Context: an optimization exercise on an open-source flow, tuned for small area, a short achievable clock period and few clock cycles per item. The choices shown serve that exercise and are no tape-out recipe.
Only the layout flow was run in this run; the RTL was not checked for function there.
Power and IR drop assume default switching activity.

==> design.v <==
`timescale 1ns/1ps
module dut(
    clk    ,
    rst_n  ,
    addr   ,
    din    ,
    rw     ,
    enable ,
    dout   ,
    txd    ,
    tx_vld ,
    rxd    ,
    rx_vld   
);
input         clk    ;
input         rst_n  ;
input  [7:0 ] addr   ;
input  [31:0] din    ;
input         rw     ;
input         enable ;
output [31:0] dout   ;
input  [7:0 ] rxd    ;
input         rx_vld ;
output [7:0 ] txd    ;
output        tx_vld ;
wire        clk   ;
wire        rst_n ;
wire [7:0 ] addr   ;
wire [31:0] din    ;
wire        rw     ;
wire        enable ;
reg  [31:0] dout   ;
wire [7:0 ] rxd    ;
wire        rx_vld ;
reg  [7:0 ] txd    ;
reg         tx_vld ;
wire        write ;
wire        read  ;
wire [31:0] config_reg ;
reg         pkt_en;
reg  [31:0] min_pkt_size ;
reg  [31:0] max_pkt_size ;
reg  [7:0 ] mem[0:512];
reg  [9:0 ] mem_wr_ptr;
reg  [9:0 ] mem_rd_ptr;
reg  [9:0 ] need_to_sent_pkt_size;
reg  [9:0 ] sending_pkt_size;
reg  [2:0 ] pkt_recv_status;
reg  [1:0 ] pkt_sent_status;
reg         new_pkt;
reg         one_pkt_sent;
reg  [1:0 ] pkt_no;
assign write = (rw == 1'b0 && enable == 1'b1);
assign read  = (rw == 1'b1 && enable == 1'b1);
assign config_reg = {31'h0, pkt_en};
always @(posedge clk or negedge rst_n) begin
    if(rst_n == 1'b0) begin
        pkt_en <= 1'b0;
    end
    else begin
        if((addr == 8'h0) && (write == 1'b1)) begin
            pkt_en <= din[0];
        end
    end
end
always @(posedge clk or negedge rst_n) begin
    if(rst_n == 1'b0) begin
        min_pkt_size <= 32'd64;
    end
    else begin
        if((addr == 8'h4) && (write == 1'b1)) begin
            if((din[9:0] >= 64) && (din[9:0] < max_pkt_size[9:0]))
                min_pkt_size[9:0] <= din[9:0];
        end
    end
end
always @(posedge clk or negedge rst_n) begin
    if(rst_n == 1'b0) begin
        max_pkt_size <= 32'd512;
    end
    else begin
        if((addr == 8'h8) && (write == 1'b1)) begin
            if((din[9:0] <= 512) && (din[9:0] > min_pkt_size[9:0]))
                max_pkt_size[9:0] <= din[9:0];
        end
    end
end
always @(*) begin
    case(addr)
        8'h0    : dout = config_reg;
        8'h4    : dout = min_pkt_size;
        8'h8    : dout = max_pkt_size;
        default : dout = 32'h0;
    endcase
end
always @(posedge clk or negedge rst_n) begin
    if(rst_n == 1'b0) begin
        pkt_recv_status <= 'h0;
        pkt_recv_status <= 0;
        mem_wr_ptr <= 8'h0;
        new_pkt    <= 1'b0;
    end
    else begin
        case(pkt_recv_status)
            0: begin
                mem_wr_ptr <= 8'h0;
                if((rx_vld == 1'b1) && (pkt_en == 1'b1)) begin
                    mem_wr_ptr <= mem_wr_ptr + 1;
                    mem[mem_wr_ptr] <= rxd;
                    if(rxd != 8'h55) begin
                        pkt_recv_status <= 4;
                    end
                    else begin
                        pkt_recv_status <= 1;
                    end
                end
            end
            1: begin
                if(rx_vld == 1'b1) begin
                    mem_wr_ptr <= mem_wr_ptr + 1;
                    mem[mem_wr_ptr] <= rxd;
                    if(rxd != 8'hd5) begin
                        pkt_recv_status <= 4;
                    end
                    else begin
                        pkt_recv_status <= 2;
                    end
                end
                else begin
                    pkt_recv_status <= 4;
                end
            end
            2: begin
                if(rx_vld == 1'b1) begin
                    if(mem_wr_ptr == max_pkt_size) begin
                        pkt_recv_status <= 4;
                    end
                    else begin
                        mem_wr_ptr <= mem_wr_ptr + 1;
                        pkt_recv_status <= 2;
                        mem[mem_wr_ptr] <= rxd;
                    end
                end
                else begin
                    pkt_recv_status <= 3;
                end
            end
            3: begin
                if(mem_wr_ptr >= min_pkt_size) begin
                    new_pkt <= 1'b1;
                    need_to_sent_pkt_size <= mem_wr_ptr;
                end
                pkt_recv_status <= 4;
            end
            4: begin
                new_pkt <= 1'b0;
                if(rx_vld == 1'b0) begin
                    pkt_recv_status <= 0;
                end
            end
            default : begin
            end
        endcase
    end
end
always @(posedge clk or negedge rst_n) begin
    if(rst_n == 1'b0) begin
        pkt_sent_status <= 0;
        pkt_sent_status <= 'h0;
        mem_rd_ptr <= 'h0;
        sending_pkt_size <= 'h0;
        txd <= 'h0;
        tx_vld <= 1'b0;
        one_pkt_sent <= 1'b0;
    end
    else begin
        case(pkt_sent_status)
            0: begin
                if(pkt_no > 0) begin
                    pkt_sent_status <= 1;
                    sending_pkt_size <= need_to_sent_pkt_size;
                    mem_rd_ptr <= 'h0;
                end
            end
            1: begin
                if(mem_rd_ptr < sending_pkt_size) begin
                    mem_rd_ptr <= mem_rd_ptr + 1;
                    txd <= mem[mem_rd_ptr];
                    tx_vld <= 1'b1;
                end
                else begin
                    pkt_sent_status <= 2;
                    txd <= 'h0;
                    tx_vld <= 1'b0;
                end
            end
            2: begin
                pkt_sent_status <= 3;
                one_pkt_sent <= 1'b1;
            end
            3: begin
                pkt_sent_status <= 0;
                one_pkt_sent <= 1'b0;
            end
            default: begin
            end
        endcase
    end
end
always @(posedge clk or negedge rst_n) begin
    if(rst_n == 1'b0) begin
        pkt_no <= 'h0;
    end
    else begin
        if(new_pkt == 1'b1) begin
            pkt_no <= pkt_no + 1;
        end
        else if(one_pkt_sent == 1'b1) begin
            pkt_no <= pkt_no - 1;
        end
    end
end
endmodule
==> run.sh <==
#!/bin/bash
# synth_recipe.tcl (not shown) runs the flow's synth.tcl, then flattens the netlist and writes it again
# the make line also repeats each setting of config.mk as NAME=value (left out here)
make -C /OpenROAD-flow-scripts/flow DESIGN_CONFIG=/design/flow/config.mk WORK_HOME=/design/flow/orfs CLKGATE_MAP_FILE= SYNTH_SCRIPT=/design/flow/synth_recipe.tcl finish
==> config.mk <==
export PLATFORM = sky130hd
export DESIGN_NAME = dut
export DESIGN_NICKNAME = dut
export VERILOG_FILES = /design/flow/design.v
export SDC_FILE = /design/flow/constraint.sdc
export NUM_CORES = 8
export LEC_CHECK = 0
export CAP_MARGIN = 40
export CORE_MARGIN = 2
export CORE_UTILIZATION = 20
export PLACE_DENSITY = 0.3
export SLEW_MARGIN = 40
export SYNTH_MEMORY_MAX_BITS = 8192
==> constraint.sdc <==
create_clock -name core_clock -period 9.0 [get_ports {clk}]
set_input_delay 1.8000 -clock core_clock [delete_from_list [all_inputs] [get_ports {clk}]]
set_output_delay 1.8000 -clock core_clock [all_outputs]
set_load 0.01 [all_outputs]
==> run summary <==
## layout by cell type, fill, tap and decap left out, types with 60 or more instances in the layout
cell type,netlist,layout
diode_2,0,792
nor2_1,630,283
a22oi_1,1029,990
a32o_1,96,93
nand3_1,397,370
buf_12,0,137
clkbuf_1,347,123
buf_6,17,81
buf_16,0,104
a22o_1,175,173
nor3_2,0,163
buf_8,0,71
o21ai_0,130,110
clkinv_2,0,100
buf_4,44,1721
nand4_1,213,213
clkbuf_16,0,566
a21oi_1,193,159
nand2_1,247,208
nor3_4,0,110
nor4_1,156,87
nor3_1,373,100
o22ai_1,182,155
a222oi_1,70,70
nor2_2,3,99
a32oi_1,385,356
nor4_2,1,60
edfxtp_1,4114,4114
clkinv_1,0,102
nor2_4,0,251
## power by group through the flow
stage / combinational (uW) / sequential [uW] / clock, uW
CTS: 4290 / 21600 / 22600
global route: 4360 / 21600 / 23300
finish: 4640 / 21600 / 22800
detailed placement: 4280 / 22000 / 0
floorplan: 956 / 21900 / 0
global placement: 4230 / 22000 / 0
## per-stage QoR
stage          setup WS, ns  power (uW)  util (%)
2_1_floorplan          4.10       22900         -
3_3_place_gp           1.31       26200      23.9
3_5_place_dp           1.99       26300      24.7
4_1_cts                2.00       48500      26.9
5_1_grt                1.92       49200      27.1
6_report               1.50       49000      27.2
## area by class of cell
| cell class | instances | area [um2] |
|---|---|---|
| inverters | 54 | 203 |
| fillers | 81900 | 587000 |
| diodes | 792 | 1980 |
| well taps | 10800 | 13500 |
| flip-flops and latches | 4183 | 125000 |
| repair buffers | 2167 | 21000 |
| clock inverters | 298 | 2840 |
| clock buffers | 693 | 14700 |
| multi-input cells | 5059 | 40000 |
## sequential cells by signal, summed over array words and instances (netlist names)
name,cells
txd,8
one_pkt_sent,1
need_to_sent_pkt_size,10
max_pkt_size,10
tx_vld,1
sending_pkt_size,10
pkt_recv_status,3
pkt_no,2
new_pkt,1
pkt_en,1
pkt_sent_status,2
mem_rd_ptr,10
min_pkt_size,10
mem_wr_ptr,10
mem,4104
## routing by layer
metal	GRT usage, %	wire length, um	vias to the layer above
met2	64.5	804000	18400
met5	0.793	1640	-
li1	-	-	46900
met3	22.3	265000	4749
met4	42.3	208000	117
met1	59.0	781000	85900
## worst paths after layout
| kind | start | endpoint | cells past startpoint | slack [ns] |
|---|---|---|---|---|
| min in group asynchronous | rst_n | txd[1] | 2 | 0.77 |
| worst max-delay path | mem_rd_ptr[2] | txd[5] | 13 | 1.50 |
| worst min register to register | need_to_sent_pkt_size[9] | sending_pkt_size[9] | 1 | 0.48 |
| worst min-delay path | need_to_sent_pkt_size[9] | sending_pkt_size[9] | 1 | 0.48 |
| worst max register to register | mem_rd_ptr[2] | txd[5] | 13 | 1.50 |
| max in group asynchronous | rst_n | pkt_recv_status[2] | 3 | 7.05 |
## worst reg2reg max path, cell delays in order, from the launching register on
cell and delay, ns:
dfrtp_2 0.66, or3b_4 0.79, buf_12 0.56, nor2_4 0.16, buf_4 0.33, buf_4 0.49
a32oi_1 0.81, nand4_1 0.83, or4_1 0.81, nor4_1 0.31, nand4_1 0.13, or4_1 0.86
buf_4 0.35, o32a_1 0.32
## cells by family after synthesis
logic type | synth area share [%]
other cells | 0.00232
buf+inv | 2.14
mux | 0.279
fa+ha+maj | 0.387
compound gates | 12.4
simple gates | 7.22
xor+xnor | 0.0975
flops | 77.5
==> flow_summary_export.csv <==
group,metric,value,unit
worst_setup_path,cp_max_fo,18,
pwr,p_int,34900,uW
synth,synth_edf_count,4114,
clock_tree,cts.sinks,4183,
clock_tree,holdBufCountCts,0,
pwr,swShare,28.7,%
detailed_routing,antenna_left,0,
synth,syn_inst,10000,
pwr,p_per_area,223,nW/um2
grt,grt_max_degree,129,
timing,timing.fmax,0.133,GHz
clock_tree,cts_root_buf,"clkbuf_16",
worst_setup_path,critPathRequiredTime,10.08,ns
outcome,status,"no timing/DRC/antenna violations",
worst_setup_path,max_stage_delay,0.86,ns
placed_design,place_congestion,1.08,
synth,synth_area,162000,um2
worst_setup_path,cp_common_cell,"buf_4",
placed_design,post-dp-hpwl,1540,mm
timing,setup_violations,0,
layout,area_delta_synth_final,35.7,%
timing,hold-worst-slack,0.482,ns
pwr,power.share.combinational,9.5,%
die,dieHeight,903,um
detailed_routing,num_vias,156000,
pwr,p_seq_share,44.1,%
placed_design,numPortBuffers,49,
timing,tns,0,ns
worst_setup_path,cp-start-kind,"register",
worst_setup_path,crit_path_cell_trace,"or3b_4 -> buf_12 -> nor2_4 -> buf_4 -> buf_4 -> a32oi_1 -> nand4_1 -> or4_1 -> nor4_1 -> nand4_1 -> or4_1 -> buf_4 -> o32a_1",
die,rows,330,
timing,slew_headroom,22.0,%
job,maxCapViolations,0,
grt,grt_pass1_vias,124000,
worst_setup_path,cpMaxStageDelayCell,"or4_1",
timing,max_slew.worst_pin.slew,1.17,ns
worst_setup_path,endpoint_kind,"register",
grt,gr-total-overflow,0,
die,die_w,903,um
pwr,max-vdd-ir-drop,0.207,mV
timing,hold_viol,0,
synth,synth_top_area_share,76.4,%
timing,finalCritPeriodShare,83.3,%
detailed_routing,drcViolationCount,0,
detailed_routing,wirelength,2060,mm
clock_tree,clockBufferDepth,4,
grt,antenna_found_initial,709,
synth,yosysMostFrequentCell,"edfxtp_1",
detailed_routing,firstDrtPassIters,10,
grt,grtUsageTotal,48.7,%
die,core,807000,um2
timing,finClkSkew,0.0594,ns
worst_setup_path,crit_family,"simple AND/OR/NAND/NOR gates",
timing,finalMaxSlewViolations,0,
timing,final.min_clock_period,7.50,ns
worst_setup_path,cp_num_buf_inv,4,
synth,synth.top_cells.by_area,"edfxtp_1, a22oi_1, a32oi_1, nor2_1, nand3_1",
synth,synthFlopType,"edfxtp_1",
clock_tree,cts_resized,0,
clock_tree,numCtsBuffers,556,
synth,synth_seq_cells,4183,
die,dieArea,816000,um2
clock_tree,clk_pin_slew,0.06,ns
worst_setup_path,cp.arrival,8.58,ns
pwr,switchingPower,14100,uW
worst_setup_path,critical_path_class,"reg -> reg",
layout,nNetsFinal,12100,
synth,synth_common_cells,"edfxtp_1, a22oi_1, nor2_1",
pwr,clock_power_share,46.4,%
layout,layoutNonFillerInstCount,24000,
synth,ys_seq_area_share,77.5,%
detailed_routing,drtIter0Drc,39600,
clock_tree,insertion_delay,1.20,ns
synth,yosys_warnings,2,
clock_tree,cts_tree,"built",
detailed_routing,wire_per_inst,85.7,um
synth,syn_area_per_cell,16.2,um2
die,boundaryPins,94,
clock_tree,post-cts-setup-buffers,0,
synth,synth_cell_types,89,
synth,yosysTopAreaCell,"edfxtp_1",
layout,drive_gt1_share,31.9,%
detailed_routing,vias_per_cell,6.50,
layout,fin_area,220000,um2
grt,grt_pass1_wl,2340,mm
placed_design,place_area,199000,um2
timing,rsz0062_at_grt,"false",
clock_tree,h-tree-depth,6,
die,start_util,20.0,%
synth,async_flop_share,1.65,%
pwr,p_leak,0.0687,uW
placed_design,place_inst,22200,
min_path,hold_class,"reg -> reg",

-- separate check: timing with driven ports --
No port has a modelled driver above. Below, the same layout with a new extraction and two added sets of constraints. Step 1 (the two cells are an assumption about what drives the block):
set clk [get_ports {clk}]
set_driving_cell -lib_cell sky130_fd_sc_hd__clkbuf_16 $clk
set_driving_cell -lib_cell sky130_fd_sc_hd__buf_2 [delete_from_list [all_inputs] $clk]
Step 2 adds t to the input delays and takes it off the output delays; t is the mean of the earliest and latest rising clock arrival at the registers after step 1. Input paths then give back, and output paths get back, about the clock's delay inside the block. a / b / c = ideal ports / drivers / drivers and shift; a / b = the first two.
t (ns): 1.321
setup WS [ns]: 1.502 / 1.502 / 1.502
slew at the worst register clock pin (ns): 0.08 / 0.08
worst data-port slew with drivers (ns): 0.22
pins driven straight from the clock port: 1
After both steps setup and hold are still met in this run. The setup slack of this run moves by 0.000 ns with the drivers and by 0.000 ns with both steps.
